What follows belongs to an exercise in optimizing a design on an open flow for a short achievable clock period and few clock cycles; a production flow would make more cautious choices.
The RTL was checked by simulation tests, not by an equivalence proof against the original design.
Power figures rest on the tool's default switching activity, not on a simulated workload.

==> willow: inputs <==
Design riscv_top, start of the top module:
module riscv_top (
    input clk, rst,
    output [31:0] imem_addr,
    input  [31:0] imem_rdata,
    output [31:0] dmem_addr,
    output [31:0] dmem_wdata,
    output [3:0]  dmem_wmask,
    input  [31:0] dmem_rdata
);
Settings: LEC_CHECK=0, CAP_MARGIN=20, CORE_MARGIN=2, CORE_UTILIZATION=45, CTS_CLUSTER_DIAMETER=100, CTS_CLUSTER_SIZE=30, PLACE_DENSITY=0.55, SLEW_MARGIN=20, SYNTH_HIERARCHICAL=1, SYNTH_MINIMUM_KEEP_SIZE=0; clock period 10.0 ns.
standard.sh (not shown) runs the stock make flow with config.mk's settings and CLKGATE_MAP_FILE= SYNTH_SCRIPT=/design/flow/synth_recipe.tcl, a recipe that flattens the netlist after the stock synthesis.
==> flow/flow/run.sh <==
#!/bin/bash
set -uo pipefail
bash standard.sh SETUP_SLACK_MARGIN=7 finish > standard_flow.log 2>&1
==> garnet: changes against willow <==
--- a/flow/design.v
+++ b/flow/design.v
@@ -8,14 +8,12 @@
 module alu_e (
     input  [31:0] a_e, b_e, s_e, res_m, link,
     input         fa, fb, fs,
     input  [3:0]  psum, pdif, psel,
     input  [7:0]  aop,
     input         sra,
-    input  [3:0]  sa1, sa2,      
-    input         sa4,           
     input  [1:0]  f3,            
     output [31:0] res,
     output [31:0] addr,          
     output [31:0] wdata,
     output [3:0]  wmask          
 );
@@ -30,36 +28,16 @@
 wire [32:0] d1 = {1'b0, a_e}   - {1'b0, res_m};
 wire [32:0] d2 = {1'b0, res_m} - {1'b0, b_e};
 wire ltu = (psel[0] & d0[32]) | (psel[1] & d1[32]) | (psel[2] & d2[32]);
 wire lts = (psel[0] & (d0[32] ^ a_e[31] ^ b_e[31])) |
            (psel[1] & (d1[32] ^ a_e[31] ^ res_m[31])) |
            (psel[2] & (d2[32] ^ res_m[31] ^ b_e[31]));
-function [31:0] sh_l (input [31:0] x, input [3:0] s1, input [3:0] s2, input s4);
-    reg [31:0] y, z;
-    begin
-        y = ({32{s1[0]}} & x) | ({32{s1[1]}} & {x[30:0], 1'b0}) |
-            ({32{s1[2]}} & {x[29:0], 2'b0}) | ({32{s1[3]}} & {x[28:0], 3'b0});
-        z = ({32{s2[0]}} & y) | ({32{s2[1]}} & {y[27:0], 4'b0}) |
-            ({32{s2[2]}} & {y[23:0], 8'b0}) | ({32{s2[3]}} & {y[19:0], 12'b0});
-        sh_l = s4 ? {z[15:0], 16'b0} : z;
-    end
-endfunction
-function [31:0] sh_r (input [31:0] x, input f, input [3:0] s1, input [3:0] s2, input s4);
-    reg [31:0] y, z;
-    begin
-        y = ({32{s1[0]}} & x) | ({32{s1[1]}} & {f, x[31:1]}) |
-            ({32{s1[2]}} & {{2{f}}, x[31:2]}) | ({32{s1[3]}} & {{3{f}}, x[31:3]});
-        z = ({32{s2[0]}} & y) | ({32{s2[1]}} & {{4{f}}, y[31:4]}) |
-            ({32{s2[2]}} & {{8{f}}, y[31:8]}) | ({32{s2[3]}} & {{12{f}}, y[31:12]});
-        sh_r = s4 ? {{16{f}}, z[31:16]} : z;
-    end
-endfunction
-wire [31:0] shl0 = sh_l(a_e, sa1, sa2, sa4);
-wire [31:0] shl1 = sh_l(res_m, sa1, sa2, sa4);
-wire [31:0] shr0 = sh_r(a_e, sra & a_e[31], sa1, sa2, sa4);
-wire [31:0] shr1 = sh_r(res_m, sra & res_m[31], sa1, sa2, sa4);
+wire [31:0] shl0 = a_e << b_e[4:0];
+wire [31:0] shl1 = res_m << b_e[4:0];
+wire [31:0] shr0 = $signed({sra & a_e[31], a_e}) >>> b_e[4:0];
+wire [31:0] shr1 = $signed({sra & res_m[31], res_m}) >>> b_e[4:0];
 wire [31:0] shl  = fa ? shl1 : shl0;
 wire [31:0] shr  = fa ? shr1 : shr0;
 assign res = ({32{psum[0]}} & s0) | ({32{psum[1]}} & s1)
            | ({32{psum[2]}} & s2) | ({32{psum[3]}} & s3)
            | ({32{pdif[0]}} & d0[31:0]) | ({32{pdif[1]}} & d1[31:0])
            | ({32{pdif[2]}} & d2[31:0])
@@ -189,29 +167,36 @@
 wire          f_taken = f_hit & f_ctr[1];
 wire [31:0]   pc_f4   = pc_f + 32'd4;
 reg         mq, mq_q;            
 reg         mq_jalr;             
 reg  [31:0] alt_m;               
 reg  [31:0] addr_m;
-wire [31:0] npc_m = mq ? (mq_jalr ? {addr_m[31:1], 1'b0} : alt_m) : pc_f4;
+reg  first;                      
+reg  rst_q;                      
+always @(posedge clk or posedge rst)
+    if (rst) first <= 1'b1;
+    else     first <= 1'b0;
+always @(posedge clk)
+    rst_q <= rst;
+wire clr = rst | (first & ~rst_q);
+wire [31:0] npc_m = clr ? 32'd0 : mq ? (mq_jalr ? {addr_m[31:1], 1'b0} : alt_m) : pc_f4;
 wire [31:0] npc_f, npc;
-mux2_32 u_npc_f (.a(npc_m), .b(f_ptgt), .s(f_taken & ~mq), .y(npc_f));
+mux2_32 u_npc_f (.a(npc_m), .b(f_ptgt), .s(f_taken & ~mq & ~clr), .y(npc_f));
 mux2_32 u_npc_d (.a(npc_f), .b(d_tgt), .s(d_redir), .y(npc));
-always @(posedge clk or posedge rst)
-    if (rst) pc_f <= 32'd0;
-    else     pc_f <= npc;
+always @(posedge clk)
+    pc_f <= npc;
 function [BN-1:0] onehot (input [BI-1:0] x);
     onehot = {{(BN-1){1'b0}}, 1'b1} << x;
 endfunction
-wire [BN-1:0] foh_m = mq ? onehot(mq_jalr ? addr_m[BI+1:2] : alt_m[BI+1:2])
+wire [BN-1:0] foh_m = clr ? {{(BN-1){1'b0}}, 1'b1} :
+                      mq ? onehot(mq_jalr ? addr_m[BI+1:2] : alt_m[BI+1:2])
                          : {foh[BN-2:0], foh[BN-1]};
-wire [BN-1:0] foh_f = (f_taken & ~mq) ? onehot(r_tgt[BI-1:0]) : foh_m;
+wire [BN-1:0] foh_f = (f_taken & ~mq & ~clr) ? onehot(r_tgt[BI-1:0]) : foh_m;
 wire [BN-1:0] foh_n = d_redir ? onehot(d_tgt[BI+1:2]) : foh_f;
-always @(posedge clk or posedge rst)
-    if (rst) foh <= {{(BN-1){1'b0}}, 1'b1};
-    else     foh <= foh_n;
+always @(posedge clk)
+    foh <= foh_n;
 reg  dq_q;
 wire bmis, jmis;
 always @(posedge clk or posedge rst)
     if (rst) begin dq_q <= 1'b0; mq <= 1'b0; mq_q <= 1'b0; end
     else     begin dq_q <= d_redir; mq <= bmis | jmis; mq_q <= mq; end
 wire sq_e = mq;
@@ -220,13 +205,13 @@
 reg  [19:0] pu_p1_d, pu_m1_d;
 reg  [11:0] pv_p1_d, pv_m1_d;
 reg         fhit_d, ftaken_d;
 reg  [1:0]  fctr_d;
 always @(posedge clk or posedge rst)
     if (rst) v_d <= 1'b0;
-    else     v_d <= 1'b1;
+    else     v_d <= ~clr;
 always @(posedge clk) begin
     ir_d     <= imem_rdata;
     pc_d     <= pc_f;
     pc4_d    <= pc_f4;
     pu_p1_d  <= pc_f[31:12] + 20'd1;
     pu_m1_d  <= pc_f[31:12] - 20'd1;
@@ -313,13 +298,12 @@
 reg         fa_e, fb_e, fs_e;
 reg  [3:0]  psel, psum, pdif;
 reg  [3:0]  bs_eq, bs_ltu, bs_lts;
 reg         br_inv;
 reg  [7:0]  aop_e;
 reg         sra_e;
-reg  [3:0]  sa1_e, sa2_e;
 reg  [2:0]  f3_e;
 reg         br_e, jal_e, jalr_e, st_e, pred_e, fhit_e;
 reg  [1:0]  fctr_e;
 always @(posedge clk or posedge rst)
     if (rst) begin
         we_e <= 1'b0; ld_e <= 1'b0; st_e <= 1'b0;
@@ -354,14 +338,12 @@
     fs_e   <= fs;
     psel   <= psel_d;
     psum   <= psel_d & {4{is_add}};
     pdif   <= psel_d & {4{is_sub}};
     aop_e  <= aop_d;
     sra_e  <= f7b5;
-    sa1_e  <= 4'b0001 << b_d[1:0];
-    sa2_e  <= 4'b0001 << b_d[3:2];
     f3_e   <= f3;
     rd_e   <= rd;
     pred_e <= d_taken;
     fhit_e <= fhit_d;
     fctr_e <= fctr_d;
 end
@@ -370,13 +352,13 @@
 wire jalr_ev = jalr_e & ~sq_e;
 wire st_ev   = st_e & ~sq_e;
 wire [31:0] res_e, sum, wdata_e;
 wire [3:0]  wmask_e;
 alu_e u_alu (.a_e(a_e), .b_e(b_e), .s_e(s_e), .res_m(res_m), .link(link_e),
              .fa(fa_e), .fb(fb_e), .fs(fs_e), .psum(psum), .pdif(pdif), .psel(psel),
-             .aop(aop_e), .sra(sra_e), .sa1(sa1_e), .sa2(sa2_e), .sa4(b_e[4]), .f3(f3_e[1:0]),
+             .aop(aop_e), .sra(sra_e), .f3(f3_e[1:0]),
              .res(res_e), .addr(sum), .wdata(wdata_e), .wmask(wmask_e));
 wire taken;
 br_check u_brc (.a_e(a_e), .b_e(b_e), .res_m(res_m), .sel_eq(bs_eq), .sel_ltu(bs_ltu),
                 .sel_lts(bs_lts), .inv(br_inv), .f3_0(f3_e[0]), .jalr(jalr_e), .pred(pred_e),
                 .fa(fa_e), .sq(sq_e), .ptgt(ptgt_e), .redir(bmis), .jmis(jmis),
                 .taken(taken));
- CTS_CLUSTER_DIAMETER: 100 -> default
- CTS_CLUSTER_SIZE: 30 -> default
==> violet: changes against willow <==
--- a/flow/design.v
+++ b/flow/design.v
@@ -5,13 +5,14 @@
 );
 assign y = s ? b : a;
 endmodule
 module alu_e (
     input  [31:0] a_e, b_e, s_e, res_m, link,
     input         fa, fb, fs,
-    input  [3:0]  psum, pdif, psel,
+    input  [3:0]  psum, pdif,
+    input         ltu, lts,      
     input  [7:0]  aop,
     input         sra,
     input  [3:0]  sa1, sa2,      
     input         sa4,           
     input  [1:0]  f3,            
     output [31:0] res,
@@ -26,16 +27,12 @@
 wire [31:0] s1 = a_e + res_m;
 wire [31:0] s2 = res_m + b_e;
 wire [31:0] s3 = {res_m[30:0], 1'b0};
 wire [32:0] d0 = {1'b0, a_e}   - {1'b0, b_e};
 wire [32:0] d1 = {1'b0, a_e}   - {1'b0, res_m};
 wire [32:0] d2 = {1'b0, res_m} - {1'b0, b_e};
-wire ltu = (psel[0] & d0[32]) | (psel[1] & d1[32]) | (psel[2] & d2[32]);
-wire lts = (psel[0] & (d0[32] ^ a_e[31] ^ b_e[31])) |
-           (psel[1] & (d1[32] ^ a_e[31] ^ res_m[31])) |
-           (psel[2] & (d2[32] ^ res_m[31] ^ b_e[31]));
 function [31:0] sh_l (input [31:0] x, input [3:0] s1, input [3:0] s2, input s4);
     reg [31:0] y, z;
     begin
         y = ({32{s1[0]}} & x) | ({32{s1[1]}} & {x[30:0], 1'b0}) |
             ({32{s1[2]}} & {x[29:0], 2'b0}) | ({32{s1[3]}} & {x[28:0], 3'b0});
         z = ({32{s2[0]}} & y) | ({32{s2[1]}} & {y[27:0], 4'b0}) |
@@ -73,12 +70,25 @@
 assign addr  = fa ? s2 : s0;
 assign wdata = f3[1] ? S : f3[0] ? {2{S[15:0]}} : {4{S[7:0]}};
 assign wmask = f3[1] ? 4'b1111 :
                f3[0] ? (addr[1] ? 4'b1100 : 4'b0011) :
                        (4'b0001 << addr[1:0]);
 endmodule
+module set_lt (
+    input  [31:0] a_e, b_e, res_m,
+    input  [3:0]  psel,
+    output        ltu, lts
+);
+wire [32:0] d0 = {1'b0, a_e}   - {1'b0, b_e};
+wire [32:0] d1 = {1'b0, a_e}   - {1'b0, res_m};
+wire [32:0] d2 = {1'b0, res_m} - {1'b0, b_e};
+assign ltu = (psel[0] & d0[32]) | (psel[1] & d1[32]) | (psel[2] & d2[32]);
+assign lts = (psel[0] & (d0[32] ^ a_e[31] ^ b_e[31])) |
+             (psel[1] & (d1[32] ^ a_e[31] ^ res_m[31])) |
+             (psel[2] & (d2[32] ^ res_m[31] ^ b_e[31]));
+endmodule
 module br_check (
     input  [31:0] a_e, b_e, res_m,
     input  [3:0]  sel_eq, sel_ltu, sel_lts,
     input         inv, f3_0,
     input         jalr, pred, fa, sq,
     input  [31:0] ptgt,
@@ -189,29 +199,36 @@
 wire          f_taken = f_hit & f_ctr[1];
 wire [31:0]   pc_f4   = pc_f + 32'd4;
 reg         mq, mq_q;            
 reg         mq_jalr;             
 reg  [31:0] alt_m;               
 reg  [31:0] addr_m;
-wire [31:0] npc_m = mq ? (mq_jalr ? {addr_m[31:1], 1'b0} : alt_m) : pc_f4;
+reg  first;                      
+reg  rst_q;                      
+always @(posedge clk or posedge rst)
+    if (rst) first <= 1'b1;
+    else     first <= 1'b0;
+always @(posedge clk)
+    rst_q <= rst;
+wire clr = rst | (first & ~rst_q);
+wire [31:0] npc_m = clr ? 32'd0 : mq ? (mq_jalr ? {addr_m[31:1], 1'b0} : alt_m) : pc_f4;
 wire [31:0] npc_f, npc;
-mux2_32 u_npc_f (.a(npc_m), .b(f_ptgt), .s(f_taken & ~mq), .y(npc_f));
+mux2_32 u_npc_f (.a(npc_m), .b(f_ptgt), .s(f_taken & ~mq & ~clr), .y(npc_f));
 mux2_32 u_npc_d (.a(npc_f), .b(d_tgt), .s(d_redir), .y(npc));
-always @(posedge clk or posedge rst)
-    if (rst) pc_f <= 32'd0;
-    else     pc_f <= npc;
+always @(posedge clk)
+    pc_f <= npc;
 function [BN-1:0] onehot (input [BI-1:0] x);
     onehot = {{(BN-1){1'b0}}, 1'b1} << x;
 endfunction
-wire [BN-1:0] foh_m = mq ? onehot(mq_jalr ? addr_m[BI+1:2] : alt_m[BI+1:2])
+wire [BN-1:0] foh_m = clr ? {{(BN-1){1'b0}}, 1'b1} :
+                      mq ? onehot(mq_jalr ? addr_m[BI+1:2] : alt_m[BI+1:2])
                          : {foh[BN-2:0], foh[BN-1]};
-wire [BN-1:0] foh_f = (f_taken & ~mq) ? onehot(r_tgt[BI-1:0]) : foh_m;
+wire [BN-1:0] foh_f = (f_taken & ~mq & ~clr) ? onehot(r_tgt[BI-1:0]) : foh_m;
 wire [BN-1:0] foh_n = d_redir ? onehot(d_tgt[BI+1:2]) : foh_f;
-always @(posedge clk or posedge rst)
-    if (rst) foh <= {{(BN-1){1'b0}}, 1'b1};
-    else     foh <= foh_n;
+always @(posedge clk)
+    foh <= foh_n;
 reg  dq_q;
 wire bmis, jmis;
 always @(posedge clk or posedge rst)
     if (rst) begin dq_q <= 1'b0; mq <= 1'b0; mq_q <= 1'b0; end
     else     begin dq_q <= d_redir; mq <= bmis | jmis; mq_q <= mq; end
 wire sq_e = mq;
@@ -220,13 +237,13 @@
 reg  [19:0] pu_p1_d, pu_m1_d;
 reg  [11:0] pv_p1_d, pv_m1_d;
 reg         fhit_d, ftaken_d;
 reg  [1:0]  fctr_d;
 always @(posedge clk or posedge rst)
     if (rst) v_d <= 1'b0;
-    else     v_d <= 1'b1;
+    else     v_d <= ~clr;
 always @(posedge clk) begin
     ir_d     <= imem_rdata;
     pc_d     <= pc_f;
     pc4_d    <= pc_f4;
     pu_p1_d  <= pc_f[31:12] + 20'd1;
     pu_m1_d  <= pc_f[31:12] - 20'd1;
@@ -367,15 +384,17 @@
 end
 wire br_ev   = br_e & ~sq_e;
 wire jal_ev  = jal_e & ~sq_e;
 wire jalr_ev = jalr_e & ~sq_e;
 wire st_ev   = st_e & ~sq_e;
 wire [31:0] res_e, sum, wdata_e;
+wire        slt_u, slt_s;
+set_lt u_slt (.a_e(a_e), .b_e(b_e), .res_m(res_m), .psel(psel), .ltu(slt_u), .lts(slt_s));
 wire [3:0]  wmask_e;
 alu_e u_alu (.a_e(a_e), .b_e(b_e), .s_e(s_e), .res_m(res_m), .link(link_e),
-             .fa(fa_e), .fb(fb_e), .fs(fs_e), .psum(psum), .pdif(pdif), .psel(psel),
+             .fa(fa_e), .fb(fb_e), .fs(fs_e), .psum(psum), .pdif(pdif), .ltu(slt_u), .lts(slt_s),
              .aop(aop_e), .sra(sra_e), .sa1(sa1_e), .sa2(sa2_e), .sa4(b_e[4]), .f3(f3_e[1:0]),
              .res(res_e), .addr(sum), .wdata(wdata_e), .wmask(wmask_e));
 wire taken;
 br_check u_brc (.a_e(a_e), .b_e(b_e), .res_m(res_m), .sel_eq(bs_eq), .sel_ltu(bs_ltu),
                 .sel_lts(bs_lts), .inv(br_inv), .f3_0(f3_e[0]), .jalr(jalr_e), .pred(pred_e),
                 .fa(fa_e), .sq(sq_e), .ptgt(ptgt_e), .redir(bmis), .jmis(jmis),
- CORE_UTILIZATION: 45 -> 35
- CTS_CLUSTER_DIAMETER: 100 -> default
- CTS_CLUSTER_SIZE: 30 -> default
- PLACE_DENSITY: 0.55 -> 0.45
==> qor summary <==
	garnet	violet	willow
Status	no timing/DRC/antenna violations	no timing/DRC/antenna violations	no timing/DRC/antenna violations
Terminus of the critical flop-to-flop path	res_m[30]	res_m[25]	res_m[0]
Power density cells	188 nW/um2	190 nW/um2	214 nW/um2
Worst IR drop on VDD	0.186 mV	0.129 mV	0.155 mV
Total routing usage reported by global routing	38.5%	32.9%	39.9%
TAP cells	3,515	4,599	3,533
Number of antenna diodes	31	26	24
Final-layout worst hold slack	0.292 ns	0.309 ns	0.305 ns
Worst slew margin relative to its limit	9.46%	15.9%	18.1%
Routed metal-1 wire length	194 mm	241 mm	208 mm
Post-synthesis average cell area	12.5 um2	12.0 um2	12.2 um2
Fraction of layout cells with a size suffix above 1	33.6%	34.1%	31.2%
Count of sequential standard cells	2,276	2,284	2,282
Capture endpoint of the worst hold path	alt_m[16]	alt_m[3]	alt_m[13]
Std-Cell Core Area	262,000 um2	349,000 um2	265,000 um2
Global routing usage on met1	48.5%	43.2%	51.4%
Cell count after placement	12.7k	14.6k	13.1k
Post-route non-filler standard cell count	14.0k	16.1k	14.1k
Non-clock buffer area fraction after layout	9.19%	10.7%	9.40%
Share of power burned in the clock network	35.4%	33.6%	17.5%
Global-route wire length before repair	716 mm	813 mm	752 mm
Power share of the combinational group	25.1%	29.5%	41.2%
Layout clock buffers	292	351	134
Maximum count of clock buffers along a single path	4	4	3
Setup clock skew after layout	0.149 ns	0.0560 ns	0.0651 ns
Overall die width	516 um	595 um	521 um
Number of violations reported at the end of detailed-routing iteration 0	12.6k	13.4k	14.5k
Testbench counts of willow, summed over its fixed seeds: cycles 69,050.
Testbench counts of garnet, summed over its fixed seeds: cycles 69,050.
Testbench counts of violet, summed over its fixed seeds: cycles 69,050.

## separate check: timing with driven ports
How much do the figures lean on ideal ports? The routed layouts below were timed once more, with nothing changed but the port constraints. Step 1 (the two cells are an assumption about what drives the block):
set clk [get_ports {clk}]
set_driving_cell -lib_cell sky130_fd_sc_hd__clkbuf_16 $clk
set_driving_cell -lib_cell sky130_fd_sc_hd__buf_2 [delete_from_list [all_inputs] $clk]
Step 2 adds t to the input delays and takes it off the output delays; t is the mean of the earliest and latest rising clock arrival at the registers after step 1. Input paths then give back, and output paths get back, about the clock's delay inside the block. Slacks: ideal ports / drivers / drivers and shift; pairs: ideal ports / drivers.
run	shift t [ns]	slack for setup (ns)	worst setup path after step 2	pins driven straight from the clock port
willow	0.928	6.311 / 6.311 / 5.991	input to register	1
garnet	1.006	6.196 / 6.196 / 5.820	input to register	1
violet	1.002	6.381 / 6.381 / 5.762	input to register	1
After both steps setup and hold are still met in every run listed. The setup slack of violet, which loses most, moves by 0.000 ns with the drivers and by -0.619 ns with both steps.
